What follows belongs to an exercise in optimizing a design on an open flow for small area, a short achievable clock period and few clock cycles per item; a production flow would make more cautious choices. Only simulation tests tie the RTL to the original design; equivalence was not proved.

**design/flow/design.v**
```verilog
module mdu_top(
  input  logic        clk,
  input  logic        rst,
  input  logic        mdu_in_valid,
  input  logic [2:0]  funct3,
  input  logic [31:0] mdu_in_1,
  input  logic [31:0] mdu_in_2,
  input  logic        cpu_busy,
  output logic [31:0] mdu_out,
  output logic        mdu_out_valid,
  output logic        mdu_busy,
  output logic        exception
);
  logic s_pend, s_mul, s_mcor, s_norm, s_div, s_dfix;
  logic vld;
  logic busy;
  logic [33:0] a;       
  logic [32:0] h;       
  logic [31:0] l;       
  logic        bp;      
  logic [5:0]  cnt;     
  logic [2:0]  op;
  logic        nneg;    
  logic        dneg;    
  logic        dzr;     
  logic        exc;
  logic [5:0]  nclz;    
  logic [5:0]  dclz;    
  logic        npow;    
  logic        c_h, c_l, c_inv, c_b1, c_b2, c_binv, c_ci;
  logic        c_d1, c_d2, c_dinv;    
  assign mdu_out       = h[31:0];
  assign mdu_out_valid = vld;
  assign mdu_busy      = busy;
  assign exception     = exc;
  wire accept = mdu_in_valid & ~busy;
  wire div_signed = ~op[0];
  wire [36:0] a37 = {{3{a[33]}}, a};
  logic [36:0] add_a, add_b, add_c, cs_s, cs_c, sum;
  logic        sum_lsb;
  always_comb begin
    add_a = ({37{c_h}} & {{4{h[32]}}, h}) |
            ({37{c_l}} & {5'd0, l});
    add_a = add_a ^ {37{c_inv}};
    add_b = (({37{c_b1}} & a37) | ({37{c_b2}} & {a37[35:0], 1'b0})) ^ {37{c_binv}};
    add_c = (({37{c_d1}} & {a37[34:0], 2'b0}) | ({37{c_d2}} & {a37[33:0], 3'b0})) ^ {37{c_dinv}};
    cs_s = add_a ^ add_b ^ add_c;
    cs_c = {(add_a[35:0] & add_b[35:0]) | (add_a[35:0] & add_c[35:0]) | (add_b[35:0] & add_c[35:0]), c_ci};
    {sum, sum_lsb} = {cs_s, 1'b1} + {cs_c, c_dinv};
  end
  function automatic logic [5:0] clz32(input logic [31:0] x);
    logic [15:0] z1; logic [15:0] c1;
    logic [7:0]  z2; logic [1:0] c2 [8];
    logic [3:0]  z3; logic [2:0] c3 [4];
    logic [1:0]  z4; logic [3:0] c4 [2];
    logic        z5; logic [4:0] c5;
    for (int i = 0; i < 16; i++) begin
      z1[i] = ~(x[2*i+1] | x[2*i]);
      c1[i] = ~x[2*i+1];
    end
    for (int i = 0; i < 8; i++) begin
      z2[i] = z1[2*i+1] & z1[2*i];
      c2[i] = z1[2*i+1] ? {1'b1, c1[2*i]} : {1'b0, c1[2*i+1]};
    end
    for (int i = 0; i < 4; i++) begin
      z3[i] = z2[2*i+1] & z2[2*i];
      c3[i] = z2[2*i+1] ? {1'b1, c2[2*i]} : {1'b0, c2[2*i+1]};
    end
    for (int i = 0; i < 2; i++) begin
      z4[i] = z3[2*i+1] & z3[2*i];
      c4[i] = z3[2*i+1] ? {1'b1, c3[2*i]} : {1'b0, c3[2*i+1]};
    end
    z5 = z4[1] & z4[0];
    c5 = z4[1] ? {1'b1, c4[0]} : {1'b0, c4[1]};
    clz32 = z5 ? 6'd32 : {1'b0, c5};
  endfunction
  wire [5:0] dclz_in = clz32(mdu_in_2 ^ {32{mdu_in_2[31] & ~funct3[0]}});
  wire [6:0] kdiff = {1'b0, dclz} - {1'b0, nclz} + {6'd0, npow};    
  wire [4:0] k = kdiff[4:0];
  wire [33:0] a_sh = a << k;
  wire ovf = dneg & (&a) & (l == 32'h80000000);
  wire q = ~sum[36];
  wire last_mul = (cnt[3:0] == 4'd1);
  wire last_div = (cnt == 6'd1);
  wire op_mulhu = (op[1:0] == 2'd3);
  wire fix_inv = div_signed & (op[1] ? nneg : (nneg ^ dneg));
  function automatic logic [2:0] booth(input logic b2, input logic b1, input logic b0);
    booth[0] = b1 ^ b0;
    booth[1] = (b2 & ~b1 & ~b0) | (~b2 & b1 & b0);
    booth[2] = b2 & ~(b1 & b0);
  endfunction
  wire go = accept & ~(vld & cpu_busy);           
  wire resume = s_pend & ~cpu_busy;
  wire norm_fix = dzr | kdiff[6];                 
  wire need_fix = dzr | fix_inv;                  
  logic n_mul, n_mcor, n_norm, n_div, n_dfix, n_pend;
  always_comb begin
    n_pend = (accept & vld & cpu_busy) | (s_pend & cpu_busy);
    n_mul  = (go & ~funct3[2]) | (resume & ~op[2]) | (s_mul & ~last_mul);
    n_mcor = s_mul & last_mul & op_mulhu & nneg;
    n_norm = (go & funct3[2]) | (resume & op[2]);
    n_div  = (s_norm & ~norm_fix) | (s_div & ~last_div);
    n_dfix = ((s_norm & norm_fix) | (s_div & last_div)) & need_fix;
  end
  logic [2:0] bn, bn2;
  always_comb begin
    if (!busy) begin
      bn  = booth(mdu_in_1[1], mdu_in_1[0], 1'b0);
      bn2 = booth(mdu_in_1[3], mdu_in_1[2], mdu_in_1[1]);
    end else if (s_pend) begin
      bn  = booth(l[1], l[0], 1'b0);
      bn2 = booth(l[3], l[2], l[1]);
    end else begin
      bn  = booth(l[5], l[4], l[3]);
      bn2 = booth(l[7], l[6], l[5]);
    end
  end
  wire nneg_n = busy ? nneg : (mdu_in_1[31] & ~funct3[0]);
  always_ff @(posedge clk or posedge rst) begin
    if (rst) begin
      s_pend <= 1'b0; s_mul <= 1'b0; s_mcor <= 1'b0;
      s_norm <= 1'b0; s_div <= 1'b0; s_dfix <= 1'b0;
      vld  <= 1'b0;
      busy <= 1'b0;
    end else begin
      s_pend <= n_pend; s_mul <= n_mul; s_mcor <= n_mcor;
      s_norm <= n_norm; s_div <= n_div; s_dfix <= n_dfix;
      busy <= n_pend | n_mul | n_mcor | n_norm | n_div | n_dfix;
      if ((s_mul & ~n_mul & ~n_mcor) | s_mcor | s_dfix |
          (((s_norm & norm_fix) | (s_div & last_div)) & ~need_fix)) vld <= 1'b1;
      else if (~cpu_busy & (~busy | s_pend))             vld <= 1'b0;
    end
  end
  always_ff @(posedge clk) begin
    c_h    <= (s_mul & n_mul) | n_mcor | n_div | (n_dfix & ~dzr & op[1]);
    c_l    <= n_norm | (n_dfix & (dzr ? op[1] : ~op[1]));
    c_inv  <= (n_norm & nneg_n) | (n_dfix & (dzr ? ~op[1] : fix_inv));
    c_b1   <= (n_mul & bn[0]) | n_mcor | n_div;
    c_b2   <= n_mul & bn[1];
    c_binv <= (n_mul & bn[2]) | (n_div & ~dneg);
    c_d1   <= n_mul & bn2[0];
    c_d2   <= n_mul & bn2[1];
    c_dinv <= n_mul & bn2[2];
    c_ci   <= (n_mul & bn[2]) | (n_div & ~dneg) | (n_norm & nneg_n) |
              (n_dfix & ~dzr & fix_inv);
  end
  always_ff @(posedge clk) begin
    if (!busy) begin
      l    <= mdu_in_1;
      a    <= {{2{mdu_in_2[31] & (funct3[2] ? ~funct3[0] : ~funct3[1])}}, mdu_in_2};
      op   <= funct3;
      nneg <= mdu_in_1[31] & (~funct3[0] | ~funct3[2]);
      dneg <= mdu_in_2[31] & ~funct3[0];
      dzr  <= (mdu_in_2 == 32'd0);
      nclz <= clz32(mdu_in_1 ^ {32{mdu_in_1[31] & ~funct3[0]}});
      npow <= mdu_in_1[31] & ~funct3[0] & ~|(~mdu_in_1[31:1] & mdu_in_1[30:0]);
      dclz <= dclz_in[5] ? 6'd31 : dclz_in;
      bp   <= 1'b0;
      cnt  <= 6'd8;
    end
    if (s_mul) begin
      exc <= 1'b0;
      bp  <= l[3];
      l   <= {sum[3:0], l[31:4]};
      cnt <= cnt - 6'd1;
      if (last_mul && op[1:0] == 2'b00) h <= {1'b0, sum[3:0], l[31:4]};
      else                              h <= sum[36:4];
    end
    if (s_mcor) h <= sum[32:0];
    if (s_norm) begin
      exc <= dzr | ovf;
      h   <= {1'b0, sum[31:0]} & {33{~(kdiff[6] & ~op[1] & ~need_fix)}};
      if (!dzr) l <= 32'd0;
      a   <= a_sh;
      cnt <= {1'b0, k} + 6'd1;
    end
    if (s_div) begin
      if (last_div && !op[1] && !need_fix) h <= {1'b0, l[30:0], q};
      else if (q) h <= sum[32:0];
      l   <= {l[30:0], q};
      a   <= {a[33], a[33:1]};
      cnt <= cnt - 6'd1;
    end
    if (s_dfix) h <= sum[32:0];
  end
endmodule
```
**design/flow/flow/run.sh**
```bash
#!/bin/bash
# Standard ORFS layout with two changes to how it is made (the SDC is unchanged):
# - the port buffers that ORFS inserts at placement are plain buffers (buf_2)
#   instead of the delay cells buffer_ports picks by default;
# - the resizer is asked for extra setup margin (flow/margin.txt, in ns) so it
#   also repairs timing below the 10 ns constraint.
set -euo pipefail
MARGIN=$(cat flow/margin.txt)
bash standard.sh synth > synth.log 2>&1
bash standard.sh "BUFFER_PORTS_ARGS=-buffer_cell sky130_fd_sc_hd__buf_2" \
  "SETUP_SLACK_MARGIN=$MARGIN" finish > layout.log 2>&1
```
**design/flow/flow/margin.txt**
```
6
```
**design/flow/standard.sh**
```bash
#!/bin/bash
# synth_recipe.tcl (not shown) runs the flow's synth.tcl, then flattens the netlist and writes it again
# the make line also repeats each setting of config.mk as NAME=value (left out here)
make -C /OpenROAD-flow-scripts/flow DESIGN_CONFIG=/design/flow/config.mk WORK_HOME=/design/flow/orfs CLKGATE_MAP_FILE= SYNTH_SCRIPT=/design/flow/synth_recipe.tcl "${@:-finish}"
```
**design/flow/config.mk**
```make
export PLATFORM = sky130hd
export DESIGN_NAME = mdu_top
export DESIGN_NICKNAME = mdu_top
export VERILOG_FILES = /design/flow/design.v
export SDC_FILE = /design/flow/constraint.sdc
export NUM_CORES = 4
export LEC_CHECK = 0
export ABC_AREA = 1
export CAP_MARGIN = 40
export CORE_MARGIN = 2
export CORE_UTILIZATION = 40
export CTS_BUF_LIST = sky130_fd_sc_hd__clkbuf_4 sky130_fd_sc_hd__clkbuf_8
export PLACE_DENSITY = 0.7
export SLEW_MARGIN = 20
```
**design/flow/constraint.sdc**
```tcl
create_clock -name core_clock -period 10.0 [get_ports {clk}]
set_input_delay 2.0000 -clock core_clock [delete_from_list [all_inputs] [get_ports {clk}]]
set_output_delay 2.0000 -clock core_clock [all_outputs]
set_load 0.01 [all_outputs]
```
==> run notes <==
Hold-fix buffers at CTS = 0
Count leader, synth = nand2_1
Crit path largest cell delay = 0.49 ns
Slowest-stage cell, CP = fa_1
Pre-antenna DRT Iters = 8
Grt ovf = 0
Yosys Warn Count = 7
Initial core utilization = 40.4%
GP Congestion = 1.00
Number of flops mapped to enable cells by yosys = 59
CTS tree = done
Setup crit end kind = flip-flop
Critical path arrival = 4.27 ns
Synth Area per Inst = 6.28 sq um
#FFs+latches synth = 142
Crit Path Category = flip-flop to flip-flop
Post-route ant nets = 0
Port Buffers = 105
Drt total wl = 65,500 um
Crit-path max FO = 13
Ranking of synthesized cells by area = nand2_1 (15%), edfxtp_1 (10%), dfxtp_1 (8.6%)
Minimum clock period = 3.82 ns
Most common cell on crit path = nand2_1
Worst hold path class = flip-flop to flip-flop
Syn Nets = 2,927
Placed Instances = 3,325
CTS buffer count = 17
Residual DRC = 0
Seq. cell area = 0.00348 sq mm
Fmax = 262 MHz
Vias in the first global route = 17,400
Ys flop type = dfxtp_1
Largest net degree at the start of global routing = 63
Share of cells above drive strength 1 = 11.4%
Hold slack = 0.563 ns
# setup viols final = 0
Synth Instances = 2,763
Crit-path leading delay family = simple AND/OR/NAND/NOR gates
RSZ-0062 raised after global routing = yes
Multi-input gate area = 0.0119 sq mm
H-tree depth = 4
Seq/Total Area, Yosys = 20.0%
Nets = 2,938
Actual slew at the worst max-slew pin = 0.771 ns
Area grow syn2layout = 9.59%
Die height = 212 um
Async SR Flop Fraction = 5.63%
Clk slew on worst S/H paths = 0.09 ns
Final HPWL DP = 51,500 um
1st-iter DRT viols = 2,841
Finished Core Util = 44.3%
Fillers = 4,634
Post-synthesis cell type count = 68
Vias after detailed routing = 19,300
Number of max-cap violations = 0
Clk Latency, worst-skew pair = 0.51 ns
Clk sinks = 142
GRT Overall Usage = 28.6%
Synth area leader = nand2_1
I/O Pins = 106
Post-synth top area share = 15.1%
Initial antenna violation count = 0
WL/cell = 19.4 um
CP Cell Sequence = clkinvlp_4 > buf_12 > buf_16 > o21ai_2 > xor2_1 > fa_1 > inv_1 > ha_1 > nand2_1 > inv_1 > nand2_1 > nand2_1 > nand3b_1 > xor2_1 > nand2_1 > nand3b_1 > nand2_1 > inv_1 > nand2_1 > nor2_1 > nor2_1
Post-Syn Area = 0.0174 sq mm
Row Count = 76
Commonest cells post-synth = nand2_1 (697), inv_1 (391), o21ai_0 (190), nor2_1 (187), a21oi_1 (174)
Rel. slew slack = 48.5%
Fin crit share = 38.2%
Clock Skews = 0.0298 ns
Die width = 212 um
Status = no timing/DRC/antenna violations
CP startpoint kind = flip-flop
First-pass GRT wire length = 99,300 um
Antenna cell count = 0
Core box area = 0.0430 sq mm
Final TNS setup = 0 ns
Area of the die = 0.0451 sq mm
Vias/cell = 5.72
WP buf/inv = 6
Clk buf depth = 2
Root Driver = clkbuf_8
Worst path required time = 10.45 ns
Finished Layout Cells = 3,372
Hold Violations, Final = 0
Fin. max-slew vios = 0
[worst register-to-register path, cell delays in order, from the launching register on]
cell and delay, ns:
dfxtp_1 0.36, clkinvlp_4 0.11, buf_12 0.15, buf_16 0.16
o21ai_2 0.29, xor2_1 0.12, fa_1 0.49, inv_1 0.04
ha_1 0.33, nand2_1 0.18, inv_1 0.06, nand2_1 0.06
nand2_1 0.09, nand3b_1 0.29, xor2_1 0.47, nand2_1 0.09
nand3b_1 0.18, nand2_1 0.09, inv_1 0.04, nand2_1 0.06
nor2_1 0.04, nor2_1 0.09
[sequential cells by signal, indices dropped and copies added, names as in the netlist, 3 cells and up]
signal / cells
a: 34
nclz: 6
op: 3
dclz: 5
h: 33
l: 32
cnt: 6
[path summary, 6_finish.rpt]
path / startpoint / end / slack (ns) / cells past startpoint
min in group asynchronous: rst / s_mul / 1.45 / 2
worst max-delay path: c_l / h[9] / 6.18 / 21
max in group asynchronous: rst / s_div / 8.27 / 2
worst min register to register: l[11] / l[7] / 0.56 / 2
worst min-delay path: l[11] / l[7] / 0.56 / 2
worst max register to register: c_l / h[9] / 6.18 / 21
[timing repair]
action	in CTS	in global routing
gates cloned	0	2
gates resized for setup	47	67
setup endpoints to repair	33	45
pin swaps	0	7
setup buffers	4	8
endpoints found under the hold margin	0	0
[logic make-up after synthesis]
logic type      share of synthesized area [%]
xor+xnor                                 6.41
flops                                    20.0
mux                                      1.21
fa+ha+maj                                8.30
buf+inv                                  13.4
simple gates                             28.8
compound gates                           21.8
[cell usage in the layout, fill, tap and decap left out, types with 15 or more instances in the layout]
master,count
o21ai_0,161
nor3_1,22
mux2i_1,21
buf_4,32
o31ai_1,15
nand2_1,696
xor2_1,116
o211ai_1,16
nand3_1,153
clkbuf_8,17
edfxtp_1,59
nor4_1,18
a21oi_1,169
a22oi_1,35
dfxtp_1,73
fa_1,37
nand4_1,29
o21ai_1,16
ha_1,47
nor2_1,183
buf_2,105
inv_1,384
o22ai_1,116
o21ai_2,22
[stage by stage]
| step | area (sq um) | setup WS [ns] |
|---|---|---|
| 6_report | 19000 | 6.18 |
| 4_1_cts | 18600 | 6.04 |
| 3_5_place_dp | 18100 | 5.51 |
| 3_3_place_gp | 18000 | 5.38 |
| 5_1_grt | 19000 | 5.93 |
| 2_1_floorplan | 17400 | 6.42 |
[per-layer routing]
| layer | wire length, um | vias to the layer above | global-route usage (%) |
|---|---|---|---|
| met5 | 0 | - | 0 |
| met4 | 3100 | 0 | 13.1 |
| met3 | 6250 | 152 | 4.67 |
| met2 | 28700 | 1097 | 44.1 |
| met1 | 27500 | 8868 | 39.1 |
| li1 | - | 9174 | - |
[layout make-up]
cell class / instances / area share [%]
clock buffers: 20 / 1.35
well taps: 585 / 3.85
flip-flops and latches: 142 / 18.3
repair buffers: 149 / 5.18
inverters: 411 / 8.22
clock inverters: 12 / 0.513
multi-input cells: 2053 / 62.6
Testbench counts, summed over its fixed seeds: cycles 18,323, ops 2,400.

==> separate check: timing with driven ports <==
The results above use ideal ports. As a check the final layout listed here was re-extracted and re-timed, cells and wires unchanged. Step 1: set_driving_cell puts a clkbuf_16 on clk and a buf_2 on each other input, an assumption about the parent block. Step 2 adds t to the input delays and takes it off the output delays; t is the mean of the earliest and latest rising clock arrival at the registers after step 1. Input paths then give back, and output paths get back, about the clock's delay inside the block. Slacks: ideal ports / drivers / drivers and shift; pairs: ideal ports / drivers.
shift t [ns]: 0.544
slack for setup (ns): 6.182 / 6.182 / 5.682
hold slack, ns: 0.563 / 0.563 / 0.563
worst register clock-pin slew, ns: 0.09 / 0.09
worst data-port slew with drivers (ns): 0.04
After both steps this run still meets setup and hold. For this run, drivers alone change the setup slack by 0.000 ns; drivers and shift together by -0.500 ns.
